Background: an optimization exercise with open tools, aiming at small area. Do not read the settings as production practice.
RTL that was checked went through simulation tests only; none was proved equivalent to the original.
No functional check of the RTL was part of run 3.
Power figures rest on the tool's default switching activity, not on a simulated workload.

**design/flow/design.v**
```verilog
module pulse_generator(
    input clk,
    input reset,
    input src,
    output pulse
);
reg q1, q2;
assign pulse = q1 & ~q2;
always @ (posedge clk or posedge reset)
begin
    if (reset) begin
        q1 <= 1'b0;
        q2 <= 1'b0;
    end else begin
        q1 <= src;
        q2 <= q1;
    end
end
endmodule
module uart_byte_tx (
    input clk,
    input reset,
    input [2:0] spd,
    input [7:0] tx_data,
    input pulse,
    output reg tx,
    output reg tx_busy
);
reg [3:0] i;
reg [19:0] counter;
wire [9:0] frame = {1'b1, tx_data, 1'b0};
reg [19:0] cv;
wire [19:0] counter_inc = {counter[18:0], counter[19] ^ counter[2] ^ (counter[18:0] == 19'd0)};
always @ (*)
begin
    case (spd)
        3'd1: cv = 20'h6acfe;    
        3'd2: cv = 20'hd923f;    
        3'd3: cv = 20'h2352e;    
        3'd4: cv = 20'hc9fd5;    
        default: cv = 20'hfc337;  
    endcase
end
wire eq0 = (counter == 20'd0);
wire eqcv = (counter == cv);
always @ (posedge clk)
begin
    if (tx_busy) begin
        if (!eq0 && eqcv)
            counter <= 20'd0;
        else
            counter <= counter_inc;
        if (eq0)
            i <= i + 1'b1;
    end else begin
        if (!pulse)
            counter <= 20'd0;
        i <= 4'd0;
    end
end
always @ (posedge clk or posedge reset)
begin
    if (reset) begin
        tx <= 1'b1;
        tx_busy <= 0;
    end else begin
        if (pulse)
            tx_busy <= 1'b1;
        else if (i == 4'd11)
            tx_busy <= 1'b0;
        if (!pulse && i == 4'd11)
            tx <= 1'b1;
        else if (tx_busy && eq0 && i <= 4'd9)
            tx <= frame[i];
    end
end
endmodule
module uart_byte_tx_con (
    input clk,
    input reset,
    input [7:0] tx_data,
    input pulse,
    output reg tx,
    output reg tx_busy
);
localparam [9:0] C0 = 10'h001;
localparam [9:0] C868 = 10'h280;
reg [3:0] i;
reg [9:0] counter;
wire [9:0] frame = {1'b1, tx_data, 1'b0};
wire [9:0] counter_inc = {counter[8:0], counter[9] ^ counter[2]};
wire eq0 = (counter == C0);
wire eqcv = (counter == C868);
always @ (posedge clk)
begin
    if (tx_busy) begin
        if (!eq0 && eqcv)
            counter <= C0;
        else
            counter <= counter_inc;
        if (eq0)
            i <= i + 1'b1;
    end else begin
        if (!pulse)
            counter <= C0;
        i <= 4'd0;
    end
end
always @ (posedge clk or posedge reset)
begin
    if (reset) begin
        tx <= 1'b1;
        tx_busy <= 0;
    end else begin
        if (pulse)
            tx_busy <= 1'b1;
        else if (i == 4'd11)
            tx_busy <= 1'b0;
        if (!pulse && i == 4'd11)
            tx <= 1'b1;
        else if (tx_busy && eq0 && i <= 4'd9)
            tx <= frame[i];
    end
end
endmodule
module uart_rx (
    input clk,
    input reset,
    input [2:0] spd,
    input rx,
    output reg [7:0] rx_data
);
reg [19:0] counter;
reg [4:0] i;
reg rx_busy;
reg [19:0] cv, hv;
wire [19:0] counter_inc = {counter[18:0], counter[19] ^ counter[2] ^ (counter[18:0] == 19'd0)};
always @ (*)
begin
    case (spd)
        3'd1: begin cv = 20'h6acfe; hv = 20'h323df; end    
        3'd2: begin cv = 20'hd923f; hv = 20'h2352e; end    
        3'd3: begin cv = 20'h2352e; hv = 20'h688e5; end    
        3'd4: begin cv = 20'hc9fd5; hv = 20'h91cff; end    
        default: begin cv = 20'hfc337; hv = 20'h2ef2e; end  
    endcase
end
wire hit_h = rx_busy && (counter == hv);
wire hit_c = rx_busy && !hit_h && (counter == cv);
wire done = hit_c && (i == 5'd9);
always @ (posedge clk)
begin
    if (!rx_busy || hit_c)
        counter <= 20'd0;
    else
        counter <= counter_inc;
    if (!rx_busy || done)
        i <= 5'd0;
    else if (hit_h)
        i <= i + 1'b1;
end
integer k;
always @ (posedge clk or posedge reset)
begin
    if (reset) begin
        rx_data <= 0;
        rx_busy <= 1'b0;
    end else begin
        if (rx_busy == 1'b0) begin
            if (rx == 0)
                rx_busy <= 1'b1;
        end else begin
            if (hit_h) begin
                for (k = 1; k <= 8; k = k + 1)
                    if (i == k) rx_data[k-1] <= rx;
            end else if (done) begin
                rx_busy <= 1'b0;
            end
        end
    end
end
endmodule
module uart_rx_con (
    input clk,
    input reset,
    input rx,
    input clr_buffer,
    output reg [7:0] rx_data,
    output reg rx_busy
);
localparam [9:0] C0 = 10'h001;
localparam [9:0] C434 = 10'h063;
localparam [9:0] C868 = 10'h280;
reg [9:0] counter;
reg [3:0] i;
wire [9:0] counter_inc = {counter[8:0], counter[9] ^ counter[2]};
wire hit_h = rx_busy && (counter == C434);
wire hit_c = rx_busy && !hit_h && (counter == C868);
wire done = hit_c && (i == 4'd9);
integer k;
always @ (posedge clk)
begin
    if (clr_buffer || !rx_busy || hit_c)
        counter <= C0;
    else
        counter <= counter_inc;
    if (clr_buffer || !rx_busy || done)
        i <= 4'd0;
    else if (hit_h)
        i <= i + 1'b1;
    if (clr_buffer)
        rx_data <= 8'd0;
    else if (hit_h) begin
        for (k = 1; k <= 8; k = k + 1)
            if (i == k) rx_data[k-1] <= rx;
    end
end
always @ (posedge clk or posedge reset)
begin
    if (reset) begin
        rx_busy <= 1'b0;
    end else begin
        if (clr_buffer || done)
            rx_busy <= 1'b0;
        else if (rx_busy == 1'b0 && rx == 0)
            rx_busy <= 1'b1;
    end
end
endmodule
module uart_8bytes_tx(
    input clk,
    input reset,
    input err,
    input pulse,
    output tx,
    output reg tx_busy_8bytes
);
localparam IDLE = 2'd0;
localparam READY = 2'd1;
localparam TRIGGER = 2'd2;
localparam XMIT = 2'd3;
reg send_byte;
reg [1:0] state, next_state;
reg [2:0] k;
reg [7:0] byte2send;
wire tx_busy_1byte;
reg [1:0] tx_busy_r;
always @ (*)
begin
    case (k)
        3'd0: byte2send = 8'h0a;
        3'd1: byte2send = 8'h0d;
        3'd2: byte2send = err ? "r" : "k";
        3'd3: byte2send = "o";
        3'd4, 3'd5: byte2send = "r";
        default: byte2send = "e";
    endcase
end
uart_byte_tx_con uart_byte_tx(.clk(clk), .reset(reset), .tx_data(byte2send), .pulse(send_byte), .tx(tx), .tx_busy(tx_busy_1byte));
always @ (*)
begin
    case (state)
        IDLE: next_state = pulse ? READY : IDLE;
        READY: next_state = TRIGGER;
        TRIGGER: next_state = XMIT;
        default: begin
            if (tx_busy_r == 2'b10 && k != 0)
                next_state = TRIGGER;
            else if (k == 0)
                next_state = IDLE;
            else
                next_state = XMIT;
        end
    endcase
end
always @ (posedge clk or posedge reset)
begin
    if (reset) begin
        state <= IDLE;
    end else begin
        state <= next_state;
    end
end
always @ (posedge clk)
begin
    tx_busy_r <= {tx_busy_r[0], tx_busy_1byte};
end
always @ (posedge clk)
begin
    if (state == IDLE)
        k <= 3'd0;
    else if (state == TRIGGER)
        k <= (k == 3'd0) ? (err ? 3'd6 : 3'd3) : k - 1'b1;
end
always @ (posedge clk or posedge reset)
begin
    if (reset) begin
        send_byte <= 0;
        tx_busy_8bytes <= 0;
    end else begin
        if (state == IDLE) begin
            send_byte <= 0;
            tx_busy_8bytes <= pulse;
        end else if (state == TRIGGER) begin
            send_byte <= 1;
        end else if (state == XMIT) begin
            send_byte <= 0;
        end
    end
end
endmodule
module uart(
    input clk,
    input reset,
    input send,
    input [2:0] spd,
    input [7:0] tx_data,
    input rx,
    output tx,
    output [7:0] rx_data
);
wire pulse;
pulse_generator pulse_generator(.clk(clk), .reset(reset), .src(send), .pulse(pulse));
uart_rx uart_rx(.clk(clk), .reset(reset), .spd(spd), .rx(rx), .rx_data(rx_data));
uart_byte_tx uart_byte_tx(.clk(clk), .reset(reset), .spd(spd), .tx_data(tx_data), .pulse(pulse), .tx(tx), .tx_busy());
endmodule
module console(
    input clk,
    input reset,
    input rx,
    output tx,
    output reg [1:0] mode,
    output reg [2:0] uart_spd,
    output reg [2:0] spi_spd,
    output reg spi_mode,
    output reg spi_cpol,
    output reg spi_cpha,
    output reg i2c_mode,
    output reg [1:0] i2c_spd
);
localparam UART = 2'd0;
localparam SPI = 2'd1;
localparam I2C = 2'd2;
localparam STANDBY = 2'd0;
localparam RESPOND = 2'd1;
localparam WAIT = 2'd2;
localparam WAIT1 = 2'd3;    
localparam SLAVE = 1'b0;
localparam MASTER = 1'b1;
reg clear_buffer;
wire rx_busy;
reg [1:0] rx_busy_r;
always @ (posedge clk or posedge reset)
begin
    if (reset) begin
        rx_busy_r <= 0;
    end else begin
        rx_busy_r <= {rx_busy_r[0], rx_busy};
    end
end
wire rx_busy_fedge = (rx_busy_r == 2'b10);
wire [7:0] received_byte;
wire send;
reg resp_err;
wire tx_busy;
reg [1:0] tx_busy_r;
wire tx_busy_fedge = (tx_busy_r == 2'b10);
always @ (posedge clk or posedge reset)
begin
    if (reset) begin
        tx_busy_r <= 0;
    end else begin
        tx_busy_r <= {tx_busy_r[0], tx_busy};
    end
end
uart_rx_con console_rx(.clk(clk), .reset(reset), .rx(rx), .rx_data(received_byte), .rx_busy(rx_busy), .clr_buffer(clear_buffer));
uart_8bytes_tx console_tx(.clk(clk), .reset(reset), .err(resp_err), .pulse(send), .tx(tx), .tx_busy_8bytes(tx_busy));
reg [1:0] state, next_state;
reg [3:0] act;
localparam CW = 4;
localparam PW = 4;
reg [CW-1:0] cand, ncand;
reg [PW-1:0] p, np;
reg [4:0] zl, nz;
reg [2:0] val, nv;
reg m_e;           
reg wild01, wild15, ends_a;
wire [7:0] c = received_byte;
always @ (*)
begin
    m_e = 1'b0; wild01 = 1'b0; wild15 = 1'b0; ends_a = 1'b0;
    case ({cand, p})
        {4'd0, 4'd0}: begin m_e = (c == "A"); end
        {4'd0, 4'd1}: begin m_e = (c == "T"); end
        {4'd0, 4'd2}: begin m_e = (c == 8'h0d); end
        {4'd1, 4'd3}: begin m_e = (c == "M"); end
        {4'd1, 4'd4}: begin m_e = (c == "O"); end
        {4'd1, 4'd5}: begin m_e = (c == "D"); end
        {4'd1, 4'd6}: begin m_e = (c == "E"); end
        {4'd1, 4'd7}: begin m_e = (c == "="); end
        {4'd1, 4'd8}: begin m_e = (c == "U"); end
        {4'd1, 4'd9}: begin m_e = (c == "A"); end
        {4'd1, 4'd10}: begin m_e = (c == "R"); ends_a = 1'b1; end
        {4'd1, 4'd11}: begin m_e = (c == "T"); end
        {4'd1, 4'd12}: begin m_e = (c == 8'h0d); end
        {4'd2, 4'd9}: begin m_e = (c == "P"); end
        {4'd2, 4'd10}: begin m_e = (c == "I"); end
        {4'd2, 4'd11}: begin m_e = (c == 8'h0d); end
        {4'd3, 4'd9}: begin m_e = (c == "2"); end
        {4'd3, 4'd10}: begin m_e = (c == "C"); end
        {4'd3, 4'd11}: begin m_e = (c == 8'h0d); end
        {4'd4, 4'd4}: begin m_e = (c == "P"); end
        {4'd4, 4'd5}: begin m_e = (c == "I"); end
        {4'd4, 4'd6}: begin m_e = (c == "="); end
        {4'd4, 4'd7}: begin m_e = (c == "M"); end
        {4'd4, 4'd8}: begin m_e = (c == "A"); end
        {4'd4, 4'd9}: begin m_e = (c == "S"); ends_a = 1'b1; end
        {4'd4, 4'd10}: begin m_e = (c == "T"); end
        {4'd4, 4'd11}: begin m_e = (c == "E"); end
        {4'd4, 4'd12}: begin m_e = (c == "R"); end
        {4'd4, 4'd13}: begin m_e = (c == 8'h0d); end
        {4'd5, 4'd8}: begin m_e = (c == "L"); end
        {4'd5, 4'd9}: begin m_e = (c == "A"); end
        {4'd5, 4'd10}: begin m_e = (c == "V"); ends_a = 1'b1; end
        {4'd5, 4'd11}: begin m_e = (c == "E"); end
        {4'd5, 4'd12}: begin m_e = (c == 8'h0d); end
        {4'd6, 4'd4}: begin m_e = (c == "P"); end
        {4'd6, 4'd5}: begin m_e = (c == "O"); end
        {4'd6, 4'd6}: begin m_e = (c == "L"); end
        {4'd6, 4'd7}: begin m_e = (c == "="); end
        {4'd6, 4'd8}: wild01 = 1'b1;
        {4'd6, 4'd9}: begin m_e = (c == 8'h0d); end
        {4'd7, 4'd6}: begin m_e = (c == "A"); end
        {4'd7, 4'd7}: begin m_e = (c == "="); ends_a = 1'b1; end
        {4'd7, 4'd8}: wild01 = 1'b1;
        {4'd7, 4'd9}: begin m_e = (c == 8'h0d); end
        {4'd8, 4'd4}: begin m_e = (c == "2"); end
        {4'd8, 4'd5}: begin m_e = (c == "C"); end
        {4'd8, 4'd6}: begin m_e = (c == "="); end
        {4'd8, 4'd7}: begin m_e = (c == "M"); end
        {4'd8, 4'd8}: begin m_e = (c == "A"); end
        {4'd8, 4'd9}: begin m_e = (c == "S"); ends_a = 1'b1; end
        {4'd8, 4'd10}: begin m_e = (c == "T"); end
        {4'd8, 4'd11}: begin m_e = (c == "E"); end
        {4'd8, 4'd12}: begin m_e = (c == "R"); end
        {4'd8, 4'd13}: begin m_e = (c == 8'h0d); end
        {4'd9, 4'd8}: begin m_e = (c == "L"); end
        {4'd9, 4'd9}: begin m_e = (c == "A"); end
        {4'd9, 4'd10}: begin m_e = (c == "V"); ends_a = 1'b1; end
        {4'd9, 4'd11}: begin m_e = (c == "E"); end
        {4'd9, 4'd12}: begin m_e = (c == 8'h0d); end
        {4'd10, 4'd4}: begin m_e = (c == "A"); end
        {4'd10, 4'd5}: begin m_e = (c == "R"); ends_a = 1'b1; end
        {4'd10, 4'd6}: begin m_e = (c == "T"); end
        {4'd10, 4'd7}: begin m_e = (c == "S"); end
        {4'd10, 4'd8}: begin m_e = (c == "P"); end
        {4'd10, 4'd9}: begin m_e = (c == "E"); end
        {4'd10, 4'd10}: begin m_e = (c == "E"); end
        {4'd10, 4'd11}: begin m_e = (c == "D"); end
        {4'd10, 4'd12}: begin m_e = (c == "="); end
        {4'd10, 4'd13}: wild15 = 1'b1;
        {4'd10, 4'd14}: begin m_e = (c == 8'h0d); end
        {4'd11, 4'd7}: begin m_e = (c == "P"); end
        {4'd11, 4'd8}: begin m_e = (c == "E"); end
        {4'd11, 4'd9}: begin m_e = (c == "E"); end
        {4'd11, 4'd10}: begin m_e = (c == "D"); end
        {4'd11, 4'd11}: begin m_e = (c == "="); end
        {4'd11, 4'd12}: wild15 = 1'b1;
        {4'd11, 4'd13}: begin m_e = (c == 8'h0d); end
        {4'd12, 4'd7}: begin m_e = (c == "P"); end
        {4'd12, 4'd8}: begin m_e = (c == "E"); end
        {4'd12, 4'd9}: begin m_e = (c == "E"); end
        {4'd12, 4'd10}: begin m_e = (c == "D"); end
        {4'd12, 4'd11}: begin m_e = (c == "="); end
        {4'd12, 4'd12}: wild15 = 1'b1;
        {4'd12, 4'd13}: begin m_e = (c == 8'h0d); end
        default: ;
    endcase
end
reg brh; reg [CW-1:0] bcand;
always @ (*)
begin
    brh = 1'b0; bcand = cand;
    if (cand == 4'd0 && p == 4'd2 && c == "+") begin brh = 1'b1; bcand = 4'd1; end
    if (cand == 4'd1 && p == 4'd8 && c == "S") begin brh = 1'b1; bcand = 4'd2; end
    if (cand == 4'd1 && p == 4'd8 && c == "I") begin brh = 1'b1; bcand = 4'd3; end
    if (cand == 4'd1 && p == 4'd3 && c == "S") begin brh = 1'b1; bcand = 4'd4; end
    if (cand == 4'd4 && p == 4'd7 && c == "S") begin brh = 1'b1; bcand = 4'd5; end
    if (cand == 4'd1 && p == 4'd3 && c == "C") begin brh = 1'b1; bcand = 4'd6; end
    if (cand == 4'd6 && p == 4'd5 && c == "H") begin brh = 1'b1; bcand = 4'd7; end
    if (cand == 4'd1 && p == 4'd3 && c == "I") begin brh = 1'b1; bcand = 4'd8; end
    if (cand == 4'd8 && p == 4'd7 && c == "S") begin brh = 1'b1; bcand = 4'd9; end
    if (cand == 4'd1 && p == 4'd3 && c == "U") begin brh = 1'b1; bcand = 4'd10; end
    if (cand == 4'd4 && p == 4'd6 && c == "S") begin brh = 1'b1; bcand = 4'd11; end
    if (cand == 4'd8 && p == 4'd6 && c == "S") begin brh = 1'b1; bcand = 4'd12; end
end
wire m_ok = m_e || (wild01 && (c == "0" || c == "1")) || (wild15 && c >= "1" && c <= "5");
always @ (*)
begin
    ncand = cand; np = p + 1'b1; nz = zl; nv = val;
    if (c == 8'h00) begin
        ncand = 0; np = 0;
        nz = (p == 0) ? (zl[4] ? zl : zl + 1'b1) : 5'd1;
    end else if (m_ok || brh) begin
        ncand = brh ? bcand : cand;
        if (wild01 || wild15) nv = c[2:0];
    end else begin
        ncand = 0; nz = 5'd0;
        if (c == "A") np = 1;
        else if (c == "T" && ends_a) np = 2;
        else np = 0;
    end
end
always @ (*)
begin
    act = 4'd0;
    case ({cand, p})
        {4'd0, 4'd3}: if (zl[4]) act = 4'd1;  
        {4'd1, 4'd13}: if ((zl >= 5'd6)) act = 4'd2;  
        {4'd2, 4'd12}: if ((zl >= 5'd7)) act = 4'd3;  
        {4'd3, 4'd12}: if ((zl >= 5'd7)) act = 4'd4;  
        {4'd4, 4'd14}: if ((zl >= 5'd5)) act = 4'd5;  
        {4'd5, 4'd13}: if ((zl >= 5'd6)) act = 4'd6;  
        {4'd6, 4'd10}: if ((zl >= 5'd9)) act = 4'd7;  
        {4'd7, 4'd10}: if ((zl >= 5'd9)) act = 4'd8;  
        {4'd8, 4'd14}: if ((zl >= 5'd5)) act = 4'd9;  
        {4'd9, 4'd13}: if ((zl >= 5'd6)) act = 4'd10;  
        {4'd10, 4'd15}: if (1'b1) act = 4'd11;  
        {4'd11, 4'd14}: if (1'b1) act = 4'd12;  
        {4'd12, 4'd14}: if (1'b1) act = 4'd13;  
        default: ;
    endcase
end
localparam [3:0] A_AT = 4'd1;
localparam [3:0] A_MODE_UART = 4'd2;
localparam [3:0] A_MODE_SPI = 4'd3;
localparam [3:0] A_MODE_I2C = 4'd4;
localparam [3:0] A_SPI_MASTER = 4'd5;
localparam [3:0] A_SPI_SLAVE = 4'd6;
localparam [3:0] A_CPOL = 4'd7;
localparam [3:0] A_CPHA = 4'd8;
localparam [3:0] A_I2C_MASTER = 4'd9;
localparam [3:0] A_I2C_SLAVE = 4'd10;
localparam [3:0] A_UART_SPEED = 4'd11;
localparam [3:0] A_SPI_SPEED = 4'd12;
localparam [3:0] A_I2C_SPEED = 4'd13;
always @ (*)
begin
    case (state)
        STANDBY: next_state = (rx_busy_fedge && received_byte == 8'h0a) ? RESPOND : STANDBY;
        RESPOND: next_state = WAIT1;
        default: next_state = tx_busy_fedge ? STANDBY : WAIT;
    endcase
end
always @ (posedge clk or posedge reset)
begin
    if (reset) begin
        state <= STANDBY;
    end else begin
        state <= next_state;
    end
end
assign send = (state == WAIT1);
always @ (posedge clk)
begin
    if (state == STANDBY && rx_busy_fedge && received_byte != 8'h0a)
        val <= nv;
end
always @ (posedge clk or posedge reset)
begin
    if (reset) begin
        cand <= 0;
        p <= 0;
        zl <= 5'd16;
    end else begin
        if (state == STANDBY) begin
            if (rx_busy_fedge && received_byte != 8'h0a) begin
                cand <= ncand;
                p <= np;
                zl <= nz;
            end
        end else if (state == RESPOND) begin
            cand <= 0;
            p <= 0;
            zl <= 5'd16;
        end
    end
end
always @ (posedge clk or posedge reset)
begin
    if (reset) begin
        resp_err <= 0;
        mode <= SPI;
        uart_spd <= 3'd3;
        spi_spd <= 3'd3;
        i2c_spd <= 2'd0;
        spi_mode <= SLAVE;
        spi_cpol <= 0;
        spi_cpha <= 0;
        i2c_mode <= SLAVE;
        clear_buffer <= 0;
    end else begin
        if (state == STANDBY) begin
            clear_buffer <= rx_busy_fedge;
        end else if (state == RESPOND) begin
            clear_buffer <= 0;
            resp_err <= (act == 4'd0);
            case (act)
                A_MODE_UART: mode <= UART;
                A_MODE_SPI: mode <= SPI;
                A_MODE_I2C: mode <= I2C;
                A_SPI_MASTER: spi_mode <= MASTER;
                A_SPI_SLAVE: spi_mode <= SLAVE;
                A_CPOL: spi_cpol <= val[0];
                A_CPHA: spi_cpha <= val[0];
                A_I2C_MASTER: i2c_mode <= MASTER;
                A_I2C_SLAVE: i2c_mode <= SLAVE;
                A_UART_SPEED: uart_spd <= val;
                A_SPI_SPEED: spi_spd <= val;
                A_I2C_SPEED: i2c_spd <= (val == 3'd5) ? 2'd2 : (val == 3'd4) ? 2'd1 : 2'd0;
                default: ;
            endcase
        end
    end
end
endmodule
module spi_master(
    input clk,
    input reset,
    input pulse1,
    input pulse2,
    input [2:0] spd,
    input [7:0] data2send,
    input cpol,
    input cpha,
    input miso,
    output reg sclk,
    output reg cs1,
    output reg cs2,
    output reg mosi,
    output reg [7:0] data_received
);
localparam IDLE = 3'd0;
localparam CHIP1SELECT = 3'd1;
localparam CHIP2SELECT = 3'd2;
localparam CPHA0DELAY = 3'd3;
localparam CPHA1DELAY = 3'd4;
localparam CPHA0_DATA_PHASE = 3'd5;
localparam CPHA1_DATA_PHASE = 3'd6;
reg [7:0] counter;
wire [7:0] counter_inc = {counter[6:0], counter[7] ^ counter[6] ^ counter[1] ^ counter[0] ^ (counter[6:0] == 7'd0)};
reg signed [3:0] bit4tx;
reg signed [3:0] bit4rx;
reg [2:0] state, next_state;
reg activate_counter;
reg full_counted, half_counted;
always @ (*)
begin
    case (spd)
        3'd2: begin full_counted = (counter == 8'h54); half_counted = (counter == 8'hff); end  
        3'd3: begin full_counted = (counter == 8'hff); half_counted = (counter == 8'h38); end  
        3'd4: begin full_counted = (counter == 8'hb5); half_counted = (counter == 8'h0d); end  
        3'd5: begin full_counted = (counter == 8'h01); half_counted = (counter == 8'h00); end  
        default: begin full_counted = 1'b0; half_counted = 1'b0; end
    endcase
end
wire data_phase = (state == CPHA0_DATA_PHASE) || (state == CPHA1_DATA_PHASE);
always @ (*)
begin
    case (state)
        IDLE : begin
            if (pulse1)
                next_state = CHIP1SELECT;
            else if (pulse2)
                next_state = CHIP2SELECT;
            else
                next_state = state;
        end
        CHIP1SELECT, CHIP2SELECT : begin
            if (cpha == 0)
                next_state = CPHA0_DATA_PHASE;
            else
                next_state = CPHA1DELAY;
        end
        CPHA1DELAY : begin
            if (half_counted)
                next_state = CPHA1_DATA_PHASE;
            else
                next_state = state;
        end
        CPHA0_DATA_PHASE, CPHA1_DATA_PHASE: begin
            if (bit4tx == -1) begin
                if (cpha == 0)
                    next_state = CPHA0DELAY;
                else
                    next_state = IDLE;
            end else begin
                next_state = state;
            end
        end
        CPHA0DELAY : begin
            if (half_counted)
                next_state = IDLE;
            else
                next_state = state;
        end
        default : begin
            next_state = IDLE;
        end
    endcase
end
always @ (posedge clk)
begin
    if (activate_counter) begin
        if (full_counted)
            counter <= 0;
        else
            counter <= counter_inc;
    end else begin
        counter <= 0;
    end
end
always @ (posedge clk or posedge reset)
begin
    if (reset) begin
        state <= IDLE;
    end else begin
        state <= next_state;
    end
end
always @ (posedge clk or posedge reset)
begin
    if (reset) begin
        sclk <= 1'b0;
    end else begin
        if (state == IDLE) begin
            sclk <= cpol;
        end else if (state == CPHA0_DATA_PHASE && bit4tx >= 0) begin
            if (half_counted || full_counted) begin
                sclk <= ~sclk;
            end
        end else if (state == CPHA1_DATA_PHASE && bit4tx >= 0) begin
            if (counter == 0 || half_counted) begin
                sclk <= ~sclk;
            end
        end else begin
            sclk <= 0;
        end
    end
end
always @ (posedge clk)
begin
    if (state == IDLE)
        bit4tx <= 7;
    else if (data_phase && counter != 0 && full_counted)
        bit4tx <= bit4tx - 1'b1;
end
always @ (posedge clk or posedge reset)
begin
    if (reset) begin
        cs1 <= 1;
        cs2 <= 1;
        activate_counter <= 0;
        mosi <= 1'b0;
    end else begin
        if (state == IDLE) begin
            cs1 <= 1;
            cs2 <= 1;
            mosi <= 1'b0;
            activate_counter <= 0;
        end else if (state == CHIP1SELECT) begin
            cs1 <= 0;
        end else if (state == CHIP2SELECT) begin
            cs2 <= 0;
        end else if (state == CPHA1DELAY) begin
            mosi <= 0;
            activate_counter <= !half_counted;
        end else if (data_phase) begin
            activate_counter <= 1;
            if (counter == 0) begin
                if (bit4tx >= 0) begin
                    mosi <= data2send[bit4tx[2:0]];
                end
            end else if (full_counted) begin
                if (bit4tx == -1)
                    activate_counter <= 0;
            end
        end else if (state == CPHA0DELAY) begin
            mosi <= 1'b0;
            activate_counter <= 1;
        end
    end
end
always @ (posedge clk or posedge reset)
begin
    if (reset) begin
        data_received <= 0;
        bit4rx <= 7;
    end else begin
        if (bit4rx != -1) begin
            if (data_phase) begin
                if (half_counted) begin
                    data_received[bit4rx[2:0]] <= miso;
                    bit4rx <= bit4rx - 1'b1;
                end
            end
        end else begin
            bit4rx <= 7;
        end
    end
end
endmodule
module spi_slave(
    input clk,
    input reset,
    input cpol,
    input cpha,
    input sclk,
    input cs,
    input mosi,
    input [7:0] data2send,
    output reg miso,
    output reg [7:0] data_received
);
reg [1:0] sclkr;
reg [1:0] csr;
reg signed [3:0] bit4tx;
wire cs_fedge = (csr == 2'b10);
wire cs_redge = (csr == 2'b01);
wire time2sample = (cpha == 0) ? (sclkr == {cpol, !cpol}) : (sclkr == {!cpol, cpol});
wire time2send = (bit4tx != -1) && (cpha == 0 ? ((sclkr == {!cpol, cpol}) || cs_fedge) : (sclkr == {cpol, !cpol}));
wire state = !csr[1];
always @ (posedge clk or posedge reset)
begin
    if (reset) begin
        csr <= 2'b11;
        sclkr <= 2'b00;
    end else begin
        csr <= {csr[0], cs};
        sclkr <= {sclkr[0], sclk};
    end
end
always @ (posedge clk or posedge reset)
begin
    if (reset) begin
        data_received <= 0;
    end else begin
        if (state && time2sample)
            data_received <= {data_received[6:0], mosi};
    end
end
always @ (posedge clk)
begin
    if (time2send)
        miso <= data2send[bit4tx[2:0]];
    else if (!state)
        miso <= 1'b0;
end
always @ (posedge clk or posedge reset)
begin
    if (reset) begin
        bit4tx <= 7;
    end else begin
        if (time2send)
            bit4tx <= bit4tx - 1'b1;
        else if (!state)
            bit4tx <= 7;
    end
end
endmodule
module spi(
    input clk,
    input reset,
    input mode,  
    input [2:0] spd,
    input cpol,
    input cpha,
    input [7:0] data2send,
    input send1,
    input send2,
    input master_miso,
    input slave_mosi,
    input slave_sclk,
    input slave_cs,
    output [7:0] data_received,
    output master_sclk,
    output master_mosi,
    output slave_miso,
    output master_cs1,
    output master_cs2
);
localparam SLAVE = 1'b0;
wire [7:0] slave_data_received, master_data_received;
wire pulse1, pulse2;
assign data_received = (mode == SLAVE ? slave_data_received : master_data_received);
pulse_generator pulse_generator1(.clk(clk), .reset(reset), .src(send1), .pulse(pulse1));
pulse_generator pulse_generator2(.clk(clk), .reset(reset), .src(send2), .pulse(pulse2));
spi_master spi_master(.clk(clk), .reset(reset), .pulse1(pulse1), .pulse2(pulse2), .data2send(data2send), .spd(spd), .cpol(cpol), .cpha(cpha),
                      .sclk(master_sclk), .cs1(master_cs1), .cs2(master_cs2), .mosi(master_mosi), .miso(master_miso), .data_received(master_data_received));
spi_slave spi_slave(.clk(clk), .reset(reset), .cpol(cpol), .cpha(cpha), .sclk(slave_sclk), .cs(slave_cs), .mosi(slave_mosi),
                    .miso(slave_miso), .data2send(data2send), .data_received(slave_data_received));
endmodule
module i2c_master(
    input clk,
    input reset,
    input [1:0] spd,
    input [6:0] addr2send,
    input [7:0] data2send,
    input pulse,
    output scl,
    input sda_i,
    output sda_o,
    output sda_oe
);
localparam [2:0] IDLE = 0;
localparam [2:0] START = 1;
localparam [2:0] ADDR = 2;
localparam [2:0] RW = 3;
localparam [2:0] ADDR_ACK = 4;
localparam [2:0] DATA1 = 5;
localparam [2:0] DATA1_ACK = 6;
localparam [2:0] STOP = 7;
reg reg_sda;
reg reg_scl;
reg sda_driving;
reg scl_driving;
reg [11:0] counter;
wire [11:0] counter_inc = {counter[10:0], counter[11] ^ counter[7] ^ counter[1] ^ counter[0] ^ (counter[10:0] == 11'd0)};
reg [2:0] state, next_state;
reg signed [3:0] bit_idx;    
reg addr_acknowledged;
reg is4q, is3q, is2q, is1q;
always @ (*)
begin
    case (spd)
        2'd0: begin is4q = counter == 12'h468; is3q = counter == 12'h085; is2q = counter == 12'h946; is1q = counter == 12'h1a1; end
        2'd1: begin is4q = counter == 12'h1a1; is3q = counter == 12'h8c4; is2q = counter == 12'ha8c; is1q = counter == 12'hb42; end
        default: begin is4q = counter == 12'hfa3; is3q = counter == 12'h8bf; is2q = counter == 12'h6f1; is1q = counter == 12'h06d; end
    endcase
end
assign sda_o = reg_sda;
assign sda_oe = sda_driving;
assign scl = scl_driving ? reg_scl : 1'b1;
always @ (*)
begin
    next_state = state;
    case (state)
        IDLE: if (pulse) next_state = START;
        START: if (is4q) next_state = ADDR;
        ADDR: if (bit_idx == -1 && is4q) next_state = RW;
        RW: if (is4q) next_state = ADDR_ACK;
        ADDR_ACK: if (is4q) next_state = addr_acknowledged ? DATA1 : STOP;
        DATA1: if (bit_idx == -1 && is4q) next_state = DATA1_ACK;
        DATA1_ACK: if (is4q) next_state = STOP;
        default: if (is4q) next_state = IDLE;
    endcase
end
always @ (posedge clk or posedge reset)
begin
    if (reset) begin
        state <= IDLE;
    end else begin
        state <= next_state;
    end
end
always @ (posedge clk)
begin
    if (state == IDLE || is4q) begin
        counter <= 0;
    end else begin
        counter <= counter_inc;
    end
end
always @ (posedge clk)
begin
    case (state)
    IDLE: begin
        addr_acknowledged <= 0;
        bit_idx <= 6;
    end
    START, ADDR: begin
        if (is4q)
            bit_idx <= bit_idx - 1'b1;
    end
    ADDR_ACK: begin
        if (is1q) begin
            bit_idx <= 7;
            addr_acknowledged <= (sda_i == 0);
        end else if (is4q) begin
            bit_idx <= bit_idx - 1'b1;
        end
    end
    DATA1: begin
        if (is4q && bit_idx >= 0)
            bit_idx <= bit_idx - 1'b1;
    end
    default: ;
    endcase
end
always @ (posedge clk or posedge reset)
begin
    if (reset) begin
        reg_scl <= 0;
        scl_driving <= 0;
    end else begin
        if (state == IDLE) begin
            scl_driving <= 0;
        end else if (state == START) begin
            scl_driving <= 1;
            if (counter == 0) begin
                reg_scl <= 1;
            end else if (is2q) begin
                reg_scl <= 0;
            end
        end else if (state == STOP) begin
            scl_driving <= 0;
        end else begin
            if (is1q) begin
                reg_scl <= 1;
            end else if (is3q) begin
                reg_scl <= 0;
            end
        end
    end
end
always @ (posedge clk or posedge reset)
begin
    if (reset) begin
        sda_driving <= 0;
        reg_sda <= 0;
    end else begin
        case (state)
        IDLE: begin
            sda_driving <= 0;
            reg_sda <= 0;
        end
        START: begin
            sda_driving <= 1;
            if (counter == 0) begin
                reg_sda <= 0;
            end else if (is4q) begin
                reg_sda <= addr2send[bit_idx];
            end
        end
        ADDR: begin
            if (is4q) begin
                reg_sda <= (bit_idx >= 0 ? addr2send[bit_idx] : 1'b0);
            end
        end
        RW: begin
            if (is4q) begin
                sda_driving <= 0;
            end
        end
        ADDR_ACK: begin
            if (is1q) begin
            end else if (is4q) begin
                sda_driving <= 1;
                reg_sda <= data2send[bit_idx];
            end
        end
        DATA1: begin
            sda_driving <= 1;
            if (is4q) begin
                if (bit_idx >= 0) begin
                    reg_sda <= data2send[bit_idx];
                end else begin
                    sda_driving <= 0;
                end
            end
        end
        DATA1_ACK: begin
            if (is1q) begin
            end else if (is3q) begin
                sda_driving <= 1;
                reg_sda <= 0;
            end
        end
        default: begin  
            if (counter == 0) begin
                reg_sda <= 0;
            end else if (is4q) begin
                sda_driving <= 0;
            end
        end
        endcase
    end
end
endmodule
module i2c_slave(
    input clk,
    input reset,
    input scl,
    input sda_i,
    output sda_o,
    output sda_oe,
    output reg [7:0] data_received
);
localparam [6:0] SLAVE_ADDRESS = 7'h33;
localparam [2:0] IDLE = 0;
localparam [2:0] START = 1;
localparam [2:0] ADDR = 2;
localparam [2:0] RW = 3;
localparam [2:0] ADDR_ACK = 4;
localparam [2:0] DATA1 = 5;
localparam [2:0] DATA1_ACK = 6;
reg addr_ok;
reg [1:0] sclr, sdar;
reg [2:0] state, next_state;
reg [3:0] b;
wire scl_redge = (sclr == 2'b01);
wire scl_fedge = (sclr == 2'b10);
wire sda_redge = (sdar == 2'b01);
wire sda_fedge = (sdar == 2'b10);
wire addr_match = addr_ok;
wire [2:0] abit = b[2:0] - 2'd2;
reg sda_driving;
reg sda_out;
assign sda_o = sda_out;
assign sda_oe = sda_driving;
always @ (*)
begin
    next_state = state;
    if (scl && sda_redge) begin
        next_state = IDLE;
    end else begin
        case (state)
            IDLE: if (scl && sda_fedge) next_state = START;
            START: if (scl_redge) next_state = ADDR;
            ADDR: if (scl_redge && b == 4'd1) next_state = RW;
            RW: if (scl_redge && b == 4'd0) next_state = ADDR_ACK;
            ADDR_ACK: if (scl_redge) next_state = DATA1;
            DATA1: if (scl_redge && b == 4'd1) next_state = DATA1_ACK;
            DATA1_ACK: ;
            default: next_state = IDLE;
        endcase
    end
end
always @ (posedge clk or posedge reset)
begin
    if (reset) begin
        sclr <= 2'b11;
        sdar <= 2'b11;
        state <= IDLE;
    end else begin
        sclr <= {sclr[0], scl};
        sdar <= {sdar[0], sda_i};
        state <= next_state;
    end
end
always @ (posedge clk)
begin
    case (state)
    IDLE: begin
        b <= 4'd8;
        addr_ok <= 1'b1;
    end
    ADDR: begin
        if (scl_fedge && b != 4'd0) begin
            if (b >= 4'd2)
                addr_ok <= addr_ok & (sda_i == SLAVE_ADDRESS[abit]);
            b <= b - 1'b1;
        end
    end
    RW: begin
        if (scl_fedge)
            b <= b - 1'b1;
    end
    ADDR_ACK: begin
        b <= 4'd9;
    end
    DATA1: begin
        if (scl_fedge && b >= 4'd2)
            b <= b - 1'b1;
    end
    default: ;
    endcase
end
always @ (posedge clk or posedge reset)
begin
    if (reset) begin
        sda_driving <= 0;
        sda_out <= 0;
        data_received <= 0;
    end else begin
        case (state)
        IDLE: begin
            sda_driving <= 0;
            sda_out <= 0;
        end
        RW: begin
            if (scl_fedge) begin
                sda_driving <= 1;
                sda_out <= ~addr_match;
            end
        end
        ADDR_ACK: begin
            if (scl_fedge) begin
                sda_driving <= 0;
            end
        end
        DATA1: begin
            if (scl_fedge) begin
                if (b >= 4'd2) begin
                    if (b == 4'd2) begin
                        sda_driving <= 1;
                        sda_out <= 0;
                    end
                    data_received <= {data_received[6:0], sda_i};
                end
            end
        end
        DATA1_ACK: begin
            if (scl_fedge) begin
                sda_driving <= 0;
            end
        end
        default: ;
        endcase
    end
end
endmodule
module i2c(
    input clk,
    input reset,
    input [1:0] spd,
    input mode,
    input [6:0] addr2send,
    input [7:0] data2send,
    input send,
    input slave_scl,
    input slave_sda_i,
    output slave_sda_o,
    output slave_sda_oe,
    output master_scl,
    input master_sda_i,
    output master_sda_o,
    output master_sda_oe,
    output [7:0] data_received
);
wire pulse;
pulse_generator pulse_generator1(.clk(clk), .reset(reset), .src(send), .pulse(pulse));
i2c_master i2c_master(.clk(clk), .reset(reset), .spd(spd), .addr2send(addr2send), .data2send(data2send), .pulse(pulse), .scl(master_scl), .sda_i(master_sda_i), .sda_o(master_sda_o), .sda_oe(master_sda_oe));
i2c_slave i2c_slave(.clk(clk), .reset(reset), .scl(slave_scl), .sda_i(slave_sda_i), .sda_o(slave_sda_o), .sda_oe(slave_sda_oe), .data_received(data_received));
endmodule
module comms(
    input clk,
    input BTNC,
    input BTNU,
    input BTND,
    input BTNR,
    input BTNL,
    input[7:0] D_SW,
    output [7:0] LED,
    output JA1,
    input JA2,
    output JA3,
    input JA4,
    output JB1,
    input JB2,
    output JB3,
    output JB7,
    output JB8,
    input JA7,
    output JA8,
    input JA9,
    input JA10,
    output JB9,
    input JB10_I,
    output JB10_O,
    output JB10_OE,
    input JC1_N,
    input JC1_P_I,
    output JC1_P_O,
    output JC1_P_OE
);
localparam UART = 2'd0;
localparam SPI = 2'd1;
wire [1:0] mode;
wire [7:0] uart_data_received;
wire [2:0] uart_spd;
wire [7:0] spi_data_received;
wire spi_mode, cpol, cpha;
wire [2:0] spi_spd;
wire [7:0] i2c_data_received;
wire i2c_mode;
wire [1:0] i2c_spd;
assign LED = (mode == UART ? uart_data_received : (mode == SPI ? spi_data_received : i2c_data_received));
console console(.clk(clk), .reset(BTNC), .tx(JA1), .rx(JA2), .mode(mode), .uart_spd(uart_spd), .spi_spd(spi_spd),
                .spi_mode(spi_mode), .spi_cpol(cpol), .spi_cpha(cpha),
                .i2c_mode(i2c_mode), .i2c_spd(i2c_spd));
uart uart(.clk(clk), .reset(BTNC), .spd(uart_spd), .send(BTND), .tx_data(D_SW), .rx(JA4), .tx(JA3), .rx_data(uart_data_received));
spi spi(.clk(clk), .reset(BTNC), .mode(spi_mode), .spd(spi_spd), .cpol(cpol), .cpha(cpha), .data2send(D_SW), .data_received(spi_data_received),
        .send1(BTNR), .send2(BTNL), .master_sclk(JB1), .master_miso(JB2), .master_mosi(JB3), .master_cs1(JB7), .master_cs2(JB8),
        .slave_sclk(JA7), .slave_miso(JA8), .slave_mosi(JA9), .slave_cs(JA10));
i2c i2c(.clk(clk), .reset(BTNC), .spd(i2c_spd), .mode(i2c_mode), .addr2send(D_SW[6:0]), .data2send(D_SW), .send(BTNU),
        .master_scl(JB9), .master_sda_i(JB10_I), .master_sda_o(JB10_O), .master_sda_oe(JB10_OE),
        .slave_scl(JC1_N), .slave_sda_i(JC1_P_I), .slave_sda_o(JC1_P_O), .slave_sda_oe(JC1_P_OE), .data_received(i2c_data_received));
endmodule
```
**design/flow/flow/run.sh**
```bash
#!/bin/bash
# Layout flow: the standard ORFS flow (standard synthesis unchanged) with
# two changes to how the layout is made:
#  - ports are buffered with sky130_fd_sc_hd__buf_1 instead of the default
#    buffer_ports choice (every input and output port still gets a buffer);
#  - clock tree synthesis uses clkbuf_4 leaf clusters of at most 10 sinks
#    and inserts no dummy loads.
# ORFS writes each step's full log under orfs/logs/; make's own output goes
# to standard.log in this folder.
set -euo pipefail
export BUFFER_PORTS_ARGS="-buffer_cell sky130_fd_sc_hd__buf_1"
export CTS_ARGS="-sink_clustering_enable -repair_clock_nets -buf_list sky130_fd_sc_hd__clkbuf_4 -sink_clustering_size 10 -sink_clustering_max_diameter 50 -dont_use_dummy_load"
bash standard.sh finish > standard.log 2>&1
```
**design/flow/standard.sh**
```bash
#!/bin/bash
# synth_recipe.tcl (not shown) runs the flow's synth.tcl, then flattens the netlist and writes it again
# the make line also repeats each setting of config.mk as NAME=value (left out here)
make -C /OpenROAD-flow-scripts/flow DESIGN_CONFIG=/design/flow/config.mk WORK_HOME=/design/flow/orfs CLKGATE_MAP_FILE= SYNTH_SCRIPT=/design/flow/synth_recipe.tcl "${@:-finish}"
```
**design/flow/config.mk**
```make
export PLATFORM = sky130hd
export DESIGN_NAME = comms
export DESIGN_NICKNAME = comms
export VERILOG_FILES = /design/flow/design.v
export SDC_FILE = /design/flow/constraint.sdc
export NUM_CORES = 4
export LEC_CHECK = 0
export CAP_MARGIN = 20
export CORE_MARGIN = 2
export CORE_UTILIZATION = 40
export CTS_BUF_LIST = sky130_fd_sc_hd__clkbuf_4
export CTS_CLUSTER_DIAMETER = 50
export CTS_CLUSTER_SIZE = 10
export SLEW_MARGIN = 20
```
**design/flow/constraint.sdc**
```tcl
create_clock -name core_clock -period 80.0 [get_ports {clk}]
set_input_delay 16.0000 -clock core_clock [delete_from_list [all_inputs] [get_ports {clk}]]
set_output_delay 16.0000 -clock core_clock [all_outputs]
set_load 0.01 [all_outputs]
```
==> metrics.md, run 1 <==
| Metric | Value |
|---|---|
| Result of the run | timing/DRC/antenna clean |
| # nets final | 1765 |
| Die Width | 198 um |
| Proportion of power drawn by combinational gates | 27.4% |
| Top Metal Used | met4 |
| RSZ-0062 raised after global routing | false |
| Antenna violations before repair | 2 |
| Syn_nets | 1770 |
| Required time of the critical path | 64000 ps |
| Clk_skew | 88.0 ps |
| Largest net degree at the start of global routing | 78 |
| Initial Util | 40.8% |
| Yosys top cell by area | dfrtp_1 |
| Clock slew at reported path FFs | 100 ps |
| Hold path depth | 0 |
| Area grow syn2layout | 4.70% |
| Achievable frequency | 55.6 MHz |
| Final worst path period need | 17970 ps |
| Final wirelength | 36.2 mm |
| CTS tree | done |
| Critical Path Start Type | register |
| Post-synthesis sequential area ratio | 40.2% |
| Root Driver | clkbuf_4 |
| First-pass GRT wire length | 60.5 mm |
| Met3 Routed Length | 1.83 mm |
| Leak pwr | 5.93 nW |
| Pint | 232 uW |
| Area after DPL | 0.0154 sq mm |
| Slew Viols, Final | 0 |
| Final Hold Viols | 0 |
| Overflow after GRT | 0 |
| Final setup TNS | 0 ps |
| Port Buffers | 42 |
| Yosys top cell area share | 16.3% |
| Post-Layout Inst Area | 0.0157 sq mm |
| RD Place Congestion | 0.903 |
| Post-synthesis cell count | 1701 |
| Synthesized cell area | 0.0150 sq mm |
| Synth Register Bits | 248 |
| Final Setup Violations | 0 |
| Worst hold slack | 357 ps |
| Slew @ Worst Pin | 1030 ps |
| Number of routed nets with antenna violations | 0 |
| Clock power share | 17.1% |
| Cts hold-fix bufs | 0 |
| Syn Area/Cell | 8.83 sq um |
| Sequential power share | 55.5% |
| WL met2 | 16.4 mm |
| Critical Path Fanout Max | 10 |
| Core outline area | 0.0368 sq mm |
| CTS resizes | 0 |
| Async set or reset register ratio after synthesis | 48.4% |
| Switch share | 36.4% |
| HP Class | register to register |
| DR WL/cell | 16.7 um |
| Proportion of layout cells with a drive suffix above 1 | 8.85% |
| Post-synth top flop | dfrtp_1 |
| Via Count | 12504 |
| Vias per cell | 5.78 |
| Slew HR | 30.1% |
| Main area contributors after synthesis | dfrtp_1 (16%), dfxtp_1 (11%), edfxtp_1 (8.8%) |
| Inserted Clock Buffers | 38 |
| WS Path Type | register to output pin |
| Vert. Die Dim | 198 um |
| Warnings from Yosys | 11 |
| Worst VDD drop | 0.00756 mV |
| DRC viols | 0 |
| Clock Latency Late Sink | 640 ps |
| Crit share post-route | 22.5% |
| Clock sink count | 248 |
| Sw power | 132 uW |
| Worst setup EP type | output pin |
| Post-synth EDFFs | 44 |
| Initial DRC count | 790 |
| Setup bufs post-CTS | 0 |
| Boundary pin count | 43 |
| Crit path DAT | 1970 ps |
| Number of max-cap violations | 0 |
| Final HPWL DP | 25.9 mm |
| Most frequent cells in the layout | nand2_1 (178), nor2_1 (126), o21ai_0 (107) |
| Router iterations before antenna repair | 5 |
| Tot Pwr | 364 uW |
| Die area | 0.0391 sq mm |
| All-Layer GR Usage | 18.6% |
| Rows | 70 |
| Worst Reg-to-Reg Cells | 10 |
| Power per cell area | 23.1 mW/mm^2 |
| CTS Buffer Depth | 3 |
| Number of global-route vias before repair | 12014 |
| Commonest non-fill, non-tap cell in the layout | nand2_1 |
| H-tree Lvls | 2 |
| Synth cell types | 100 |
| Met1 wire length | 16.9 mm |
==> logic make-up (layout without fill, tap and decap cells) <==
family / Yosys count / count (layout) / synth area share (%)
other: 0 / 2 / 0
and+or+nand+nor: 749 / 749 / 26.8
DFF: 248 / 248 / 40.2
AOI/OAI and AO/OA: 372 / 372 / 16.3
muxes: 74 / 74 / 5.82
adders and majority gates: 46 / 46 / 3.83
xor gates and xnor gates: 42 / 42 / 2.45
buffers and inverters: 170 / 163 / 4.67
==> per-layer routing <==
metal / global-route usage [%] / vias up
li1: - / 6134
met1: 25.2 / 5977
met5: 0 / -
met3: 2.84 / 75
met2: 30.2 / 318
met4: 6.82 / 0
==> critical path, cell delays in order, from the launching register on <==
cell	delay, ps
dfrtp_1	670
mux2i_1	140
nand2_1	80
o21ai_0	70
o21ai_0	200
buf_1	180
==> metrics by stage <==
step,cells,utilization (%),setup WS (ps)
6_report,2164,42.8,62030
5_1_grt,2164,42.8,61770
4_1_cts,2162,42.7,61910
3_5_place_dp,2124,41.9,62530
3_3_place_gp,2123,41.9,62530
2_1_floorplan,1701,-,60850
==> cell usage after synthesis (11+ instances only) <==
library cell / count
nor4_1: 29
a32oi_1: 15
nor2_1: 126
clkbuf_1: 73
a31oi_1: 20
nand2b_1: 35
nand2_1: 178
o21ai_0: 107
dfxtp_1: 84
ha_1: 46
nor3_1: 46
xor2_1: 13
or3_1: 11
o22ai_1: 11
nor4b_1: 13
and2_1: 82
a21oi_1: 79
edfxtp_1: 44
nand3_1: 70
nand4_1: 16
nand3b_1: 11
inv_1: 75
a211oi_1: 14
dfstp_2: 22
mux2_2: 37
nor2b_1: 37
xnor2_1: 29
and3_1: 28
mux2i_1: 30
dfrtp_1: 98
==> sequential cells by signal (all words and copies together), names as in the netlist, 10 cells and up <==
register	cells
uart.uart_rx.counter	20
console.console_rx.counter	10
console.console_tx.uart_byte_tx.counter	10
uart.uart_byte_tx.counter	20
i2c.i2c_master.counter	12
==> worst paths after layout <==
path,start,end,slack [ps]
worst min register to register,console.console_tx.tx_busy_r[0],console.console_tx.tx_busy_r[1],360
worst min-delay path,console.console_tx.tx_busy_r[0],console.console_tx.tx_busy_r[1],360
max in group asynchronous,BTNC,spi.spi_master.data_received[0],63270
worst max-delay path,console.spi_mode,LED[0],62030
min in group asynchronous,BTNC,spi.spi_master.sclk,15380
worst max register to register,console.cand[2],console.val[0],75550
==> power groups by stage <==
stage / sequential (mW) / combinational, mW / clock (mW)
global route: 0.208 / 0.114 / 0.0715
finish: 0.202 / 0.0995 / 0.0623
global placement: 0.203 / 0.0970 / 0
detailed placement: 0.204 / 0.0995 / 0
CTS: 0.201 / 0.100 / 0.0667
floorplan: 0.185 / 0.0887 / 0
==> cell type report <==
| class | instances | area [sq um] |
|---|---|---|
| well taps | 468 | 586 |
| flip-flops and latches | 248 | 6030 |
| diodes | 2 | 5.00 |
| fillers | 3679 | 21100 |
| inverters | 76 | 290 |
| multi-input cells | 1283 | 8320 |
| clock buffers | 38 | 285 |
| repair buffers | 49 | 208 |
==> inputs of run 2 (changes only) <==
--- a/design/flow/design.v
+++ b/design/flow/design.v
@@ -730,20 +730,16 @@
 end
-always @ (posedge clk or posedge reset)
+always @ (posedge clk)
 begin
-    if (reset) begin
-        sclk <= 1'b0;
-    end else begin
-        if (state == IDLE) begin
-            sclk <= cpol;
-        end else if (state == CPHA0_DATA_PHASE && bit4tx >= 0) begin
-            if (half_counted || full_counted) begin
-                sclk <= ~sclk;
-            end
-        end else if (state == CPHA1_DATA_PHASE && bit4tx >= 0) begin
-            if (counter == 0 || half_counted) begin
-                sclk <= ~sclk;
-            end
-        end else begin
-            sclk <= 0;
+    if (state == IDLE) begin
+        sclk <= cpol;
+    end else if (state == CPHA0_DATA_PHASE && bit4tx >= 0) begin
+        if (half_counted || full_counted) begin
+            sclk <= ~sclk;
+        end
+    end else if (state == CPHA1_DATA_PHASE && bit4tx >= 0) begin
+        if (counter == 0 || half_counted) begin
+            sclk <= ~sclk;
         end
+    end else begin
+        sclk <= 0;
     end
@@ -757,10 +753,5 @@
 end
-always @ (posedge clk or posedge reset)
+always @ (posedge clk)
 begin
-    if (reset) begin
-        cs1 <= 1;
-        cs2 <= 1;
-        activate_counter <= 0;
-        mosi <= 1'b0;
-    end else begin
+    begin
         if (state == IDLE) begin
==> metrics.md, run 2 <==
| Metric | Value |
|---|---|
| Area grow syn2layout | 4.71% |
| Boundary pin count | 43 |
| Port Buffers | 42 |
| # nets final | 1726 |
| Clock sink count | 248 |
| Clock slew at reported path FFs | 110 ps |
| Critical Path Start Type | register |
| Hold path depth | 0 |
| Dpl ws | 62480 ps |
| CTS Buffer Depth | 3 |
| Met1 wire length | 16.3 mm |
| First-pass GRT wire length | 57.1 mm |
| Post-synth top flop | dfrtp_1 |
| Synth top cells by count | nand2_1 (170), nor2_1 (135), o21ai_0 (104), dfrtp_1 (95) |
| Synth Area in XOR/XNOR | 2.79% |
| Final setup TNS | 0 ps |
| Via Count | 12221 |
| Simple-gate portion of the synthesized area | 25.9% |
| Final worst setup slack | 62000 ps |
| Main area contributors after synthesis | dfrtp_1 (16%), dfxtp_1 (12%), edfxtp_1 (9.2%) |
| Count leader, synth | nand2_1 |
| Syn_nets | 1727 |
| Antenna violations before repair | 1 |
| Number of max-cap violations | 0 |
| Post-synthesis sequential area ratio | 40.9% |
| Power per cell area | 24.2 mW/mm^2 |
| Leak pwr | 5.74 nW |
| R2R Path Start | console.uart_spd[0] |
| Inserted Clock Buffers | 35 |
| Post-synthesis compound-gate area fraction | 16.1% |
| Rows | 70 |
| Initial DRC count | 896 |
| Worst Reg-to-Reg Cells | 7 |
| Syn Area/Cell | 8.88 sq um |
| RR Endpoint | uart.uart_rx.rx_busy |
| Vias per cell | 5.75 |
| Slew @ Worst Pin | 980 ps |
| DR WL/cell | 16.0 um |
| Achievable frequency | 55.6 MHz |
| Die area | 0.0384 sq mm |
| FF-to-FF setup slack | 76010 ps |
| Final Hold Viols | 0 |
| Final Setup Violations | 0 |
| Vert. Die Dim | 196 um |
| Yosys top cell area share | 16.1% |
| All-Layer GR Usage | 17.7% |
| RD Place Congestion | 0.873 |
| H-tree Lvls | 2 |
| Clk_skew | 66.3 ps |
| WL met2 | 14.7 mm |
| Required time of the critical path | 64000 ps |
| Result of the run | timing/DRC/antenna clean |
| Multi-input logic area | 0.00810 sq mm |
| Cts hold-fix bufs | 0 |
| Final worst path period need | 18000 ps |
| Root Driver | clkbuf_4 |
| Synth cell types | 95 |
| Router iterations before antenna repair | 5 |
| Critical Path Fanout Max | 10 |
| Largest family of logic cells by synthesized area | simple AND/OR/NAND/NOR gates |
| Die Width | 196 um |
| Largest net degree at the start of global routing | 73 |
| Fill cells | 3581 |
| Clock Latency Late Sink | 670 ps |
| Proportion of layout cells with a drive suffix above 1 | 8.16% |
| Crit share post-route | 22.5% |
| Worst VDD drop | 0.0152 mV |
| Core outline area | 0.0364 sq mm |
| Adder and majority gate portion of the synthesized area | 3.91% |
| Slew HR | 33.7% |
| Warnings from Yosys | 11 |
| HP Class | register to register |
| Post-synthesis cell count | 1658 |
| Slew Viols, Final | 0 |
| DRC viols | 0 |
| CTS resizes | 0 |
| Final wirelength | 34.0 mm |
| Synth Register Bits | 248 |
| WS Path Type | register to output pin |
| Synthesized cell area | 0.0147 sq mm |
| Mux contribution to synthesized area | 6.31% |
| Number of global-route vias before repair | 11374 |
| CTS tree | done |
| Initial Util | 40.4% |
| Overflow after GRT | 0 |
| Post-synth EDFFs | 45 |
| Setup bufs post-CTS | 0 |
| Top Metal Used | met4 |
| Commonest non-fill, non-tap cell in the layout | nand2_1 |
| Yosys top cell by area | dfrtp_1 |
| Worst setup EP type | output pin |
| Biggest registers after layout | uart.uart_byte_tx.counter (20), uart.uart_rx.counter (20), i2c.i2c_master.counter (12) |
| Async set or reset register ratio after synthesis | 46.4% |
| Number of routed nets with antenna violations | 0 |
| Crit path DAT | 2000 ps |
| Crit path to | LED[0] |
| Most frequent cells in the layout | nand2_1 (170), nor2_1 (135), o21ai_0 (104) |
| Final HPWL DP | 24.2 mm |
| Crit path launch | console.spi_mode |
| RSZ-0062 raised after global routing | false |
| Register area | 0.00602 sq mm |
| Met3 Routed Length | 2.07 mm |
## run 2: layout make-up
cell class | count | area share [%]
Antenna cell | 2 | 0.0325
Tap cell | 468 | 3.80
Clock buffer | 35 | 1.70
Timing Repair Buffer | 46 | 1.22
Inverter | 67 | 1.65
Multi-Input combinational cell | 1259 | 52.6
Sequential cell | 248 | 39.0
## run 2: per-layer routing
layer  track usage, %  vias to the layer above
li1                 -                     6003
met2             27.4                      397
met3             3.16                       87
met1             25.1                     5734
met5                0                        -
met4             5.53                        0
## run 2: power breakdown
group	internal, mW	total [mW]	switching [mW]
logic	0.0518	0.113	0.0607
registers	0.162	0.199	0.0375
clock network	0.0202	0.0613	0.0412
## run 2: kinds of logic after synthesis
| group | count (synthesis) |
|---|---|
| and+or+nand+nor | 727 |
| AOI/OAI and AO/OA | 361 |
| DFF | 248 |
| buffers and inverters | 151 |
| muxes | 79 |
| xor gates and xnor gates | 46 |
| adders and majority gates | 46 |
## run 2: how the worst min path moves through the flow
stage	from	to	slack, ps
global placement	console.console_tx.tx_busy_r[0]	console.console_tx.tx_busy_r[1]	330
global route	console.console_tx.tx_busy_r[0]	console.console_tx.tx_busy_r[1]	390
finish	i2c.i2c_slave.sdar[0]	i2c.i2c_slave.sdar[1]	370
detailed placement	console.console_tx.tx_busy_r[0]	console.console_tx.tx_busy_r[1]	350
CTS	i2c.i2c_slave.sdar[0]	i2c.i2c_slave.sdar[1]	380
floorplan	console.console_tx.tx_busy_r[0]	console.console_tx.tx_busy_r[1]	330
## run 2: critical path, cell delays in order, from the launching register on
cell and delay (ps):
dfrtp_1 670, mux2i_1 270, nand2_1 70, o21ai_0 90
o21ai_0 100, buf_1 150
## run 2: through the flow
step	hold slack (ps)	area (sq um)	instances	power (mW)	utilization, %
after floorplan	326	14700	1658	0.283	-
after global placement	331	15100	2088	0.310	41.6
after detailed placement	348	15100	2088	0.314	41.6
after CTS	380	15400	2123	0.377	42.3
after global routing	393	15400	2125	0.404	42.3
final	374	15400	2125	0.373	42.3
==> inputs of run 3 (changes only) <==
--- a/design/flow/design.v
+++ b/design/flow/design.v
@@ -294,2 +294,7 @@
 end
+always @ (posedge clk)
+begin
+    if (state == IDLE)
+        tx_busy_8bytes <= pulse;
+end
 always @ (posedge clk or posedge reset)
@@ -298,3 +303,2 @@
         send_byte <= 0;
-        tx_busy_8bytes <= 0;
     end else begin
@@ -302,3 +306,2 @@
             send_byte <= 0;
-            tx_busy_8bytes <= pulse;
         end else if (state == TRIGGER) begin
@@ -567,2 +570,4 @@
         val <= nv;
+    if (state == RESPOND)
+        resp_err <= (act == 4'd0);
 end
@@ -591,3 +596,2 @@
     if (reset) begin
-        resp_err <= 0;
         mode <= SPI;
@@ -606,3 +610,2 @@
             clear_buffer <= 0;
-            resp_err <= (act == 4'd0);
             case (act)
@@ -990,8 +993,5 @@
 end
-always @ (posedge clk or posedge reset)
+always @ (posedge clk)
 begin
-    if (reset) begin
-        reg_scl <= 0;
-        scl_driving <= 0;
-    end else begin
+    begin
         if (state == IDLE) begin
@@ -1016,8 +1016,5 @@
 end
-always @ (posedge clk or posedge reset)
+always @ (posedge clk)
 begin
-    if (reset) begin
-        sda_driving <= 0;
-        reg_sda <= 0;
-    end else begin
+    begin
         case (state)
==> metrics.md, run 3 <==
| Metric | Value |
|---|---|
| Root Driver | clkbuf_4 |
| Clock Latency Late Sink | 650 ps |
| CTS tree | done |
| Critical Path Start Type | register |
| Area after DPL | 0.0155 sq mm |
| Worst VDD drop | 0.0127 mV |
| Post-synth EDFFs | 50 |
| HP Class | register to register |
| Yosys top cell by area | dfrtp_1 |
| Crit share post-route | 22.5% |
| Clock slew at reported path FFs | 90 ps |
| Synth Register Bits | 248 |
| Die Width | 198 um |
| Post-synthesis cell count | 1699 |
| Synthesized cell area | 0.0151 sq mm |
| Dpl ws | 62550 ps |
| Final worst setup slack | 61970 ps |
| Inserted Clock Buffers | 34 |
| Post-layout util | 42.2% |
| Overflow after GRT | 0 |
| Crit path launch | console.spi_mode |
| Clock sink count | 248 |
| First-pass GRT wire length | 62.2 mm |
| Top cell by count, worst path | o21ai_0 |
| CTS resizes | 0 |
| Via Count | 12672 |
| Crit path DAT | 2030 ps |
| Syn Area/Cell | 8.88 sq um |
| Count leader, synth | nand2_1 |
| Syn_nets | 1772 |
| DRC viols | 0 |
| Result of the run | timing/DRC/antenna clean |
| Rows | 71 |
| Synth cell types | 88 |
| Worst setup EP type | output pin |
| Cells along the critical path | mux2i_1 > nand2_1 > o21ai_0 > o21ai_0 > buf_1 |
| Slew Viols, Final | 0 |
| Router iterations before antenna repair | 7 |
| Most frequent cells in the layout | nand2_1 (144), nor2_1 (125), o21ai_0 (118) |
| Slowest-stage cell, CP | dfrtp_1 |
| All-Layer GR Usage | 19.0% |
| RD Place Congestion | 0.878 |
| Port Buffers | 42 |
| RSZ-0062 raised after global routing | false |
| Final worst path period need | 18030 ps |
| Synth top cells by count | nand2_1 (144), nor2_1 (125), o21ai_0 (118) |
| Slew @ Worst Pin | 1050 ps |
| Final Setup Violations | 0 |
| Boundary pin count | 43 |
| Number of max-cap violations | 0 |
| H-tree Lvls | 2 |
| Vert. Die Dim | 198 um |
| Power per cell area | 22.3 mW/mm^2 |
| WS Path Type | register to output pin |
| DR WL/cell | 16.9 um |
| Final setup TNS | 0 ps |
| Number of routed nets with antenna violations | 0 |
| R2R Path Start | console.cand[1] |
| Initial DRC count | 870 |
| Leak pwr | 5.83 nW |
| Async set or reset register ratio after synthesis | 44.0% |
| Area grow syn2layout | 4.50% |
| Critical Path Fanout Max | 10 |
| CTS Buffer Depth | 3 |
| Biggest registers after layout | uart.uart_byte_tx.counter (20), uart.uart_rx.counter (20), i2c.i2c_master.counter (12) |
| Number of global-route vias before repair | 12106 |
| Cts hold-fix bufs | 0 |
| Warnings from Yosys | 11 |
| Proportion of layout cells with a drive suffix above 1 | 8.12% |
| Beginning of the worst hold path | console.console_tx.tx_busy_8bytes |
| Final Hold Viols | 0 |
| Core outline area | 0.0374 sq mm |
| Post-synthesis sequential area ratio | 40.0% |
| CP max stage delay | 670 ps |
| Tot Pwr | 351 uW |
| Post-synth top flop | dfxtp_1 |
| # nets final | 1749 |
| Clk_skew | 90.0 ps |
| Main area contributors after synthesis | dfrtp_1 (15%), dfxtp_1 (12%), edfxtp_1 (9.9%) |
| Setup bufs post-CTS | 0 |
| Final wirelength | 37.0 mm |
| Largest net degree at the start of global routing | 65 |
| Slew HR | 30.3% |
| Commonest non-fill, non-tap cell in the layout | nand2_1 |
| Yosys top cell area share | 14.8% |
| Antenna violations before repair | 2 |
| Final HPWL DP | 26.1 mm |
| Achievable frequency | 55.5 MHz |
| Vias per cell | 5.80 |
| Required time of the critical path | 64000 ps |
| Die area | 0.0393 sq mm |
| Post-Layout Inst Area | 0.0158 sq mm |
| Fill cells | 3718 |
| Initial Util | 40.4% |
[run 3: cell count changes in the layout (fill, tap and decap cells not counted), moves of 6 or more]
cell	change
nand2_1	-26
nand3_1	-19
and3_1	+15
o21ai_0	+14
nor2_1	-10
nor4_1	+10
o211ai_1	+8
and3b_1	+6
dfrtp_1	-6
o21a_1	+6
or2_2	+6
[run 3: cells by family (layout without fill, tap and decap cells)]
family | after synthesis | count (layout) | synth area share, %
other | 0 | 1 | 0
AND/OR/NAND/NOR | 717 | 717 | 25.9
flip-flops | 248 | 248 | 40.0
XOR/XNOR | 40 | 40 | 2.32
adder cells (fa/ha/maj) | 51 | 51 | 4.21
AO/OA/AOI/OAI | 392 | 392 | 16.9
buffers and inverters | 173 | 148 | 4.56
multiplexers | 78 | 78 | 6.11
[run 3: metal layers]
layer / part of all wire [%] / up-vias / GRT usage [%] / wire [um]
met5: 0 / - / 0 / 0
met4: 2.5 / 0 / 5.93 / 943
met3: 5.5 / 74 / 3.19 / 2020
met2: 45 / 367 / 29.9 / 16700
met1: 47 / 6071 / 26.6 / 17400
li1: - / 6160 / - / -
[run 3: where the power goes]
part | leakage (nW) | switching [mW] | internal [mW] | total [mW]
Sequential | 2.54 | 0.0373 | 0.160 | 0.197
Clock | 0.156 | 0.0408 | 0.0197 | 0.0605
Combinational | 3.13 | 0.0480 | 0.0452 | 0.0932
[run 3: final cells by class]
class                      count  area, sq um  area share [%]
multi-input combinational   1278         8380            53.1
timing repair buffer          49          210            1.33
inverter                      65          246            1.56
sequential                   248         6040            38.3
clock buffer                  34          255            1.62
tap                          511          639            4.05
antenna                        1         2.50          0.0159
[run 3: metrics by stage]
step | hold slack [ps] | instances
floorplan | 326 | 1699
global placement | 333 | 2151
detailed placement | 337 | 2151
CTS | 360 | 2185
global route | 371 | 2186
finish | 356 | 2186
[run 3: worst max-delay path: cells and delay by family (launching register included)]
| kind | cells | cell delay [ps] |
|---|---|---|
| muxes | 1 | 140 |
| AOI/OAI and AO/OA | 2 | 310 |
| DFF | 1 | 670 |
| and+or+nand+nor | 1 | 80 |
| buffers and inverters | 1 | 200 |
[run 3: worst paths after layout]
check | end | slack (ps) | depth (start not counted)
min | console.tx_busy_r[0] | 360 | 0
min in group asynchronous | console.console_tx.state[0] | 15440 | 2
max | LED[7] | 61970 | 5
max in group asynchronous | spi.spi_master.bit4rx[3] | 63280 | 3
min reg2reg | console.tx_busy_r[0] | 360 | 0
max reg2reg | console.val[2] | 75410 | 8

[re-timing with driven ports]
Ports are ideal in the flow. The routed layouts listed here were re-timed in OpenROAD. Step 1, drivers: a clkbuf_16 drives clk and a buf_2 each remaining input, both assumed. Step 2 moves the port delays by t, midway between the first and last clock arrival at a register: inputs arrive t later, outputs are due t later. That takes back most of the time a late clock gives input paths. a / b / c = ideal ports / drivers / drivers and shift; a / b = the first two.
run	t (ns)	setup WS [ns]	worst slew at a driven data input, ns
run 1	0.645	62.028 / 61.979 / 62.624	0.13
run 2	0.681	62.003 / 61.956 / 62.588	0.06
run 3	0.650	61.966 / 61.921 / 62.571	0.10
After both steps setup and hold are still met in every run listed. The worst setup slack also covers recovery checks on asynchronous resets.
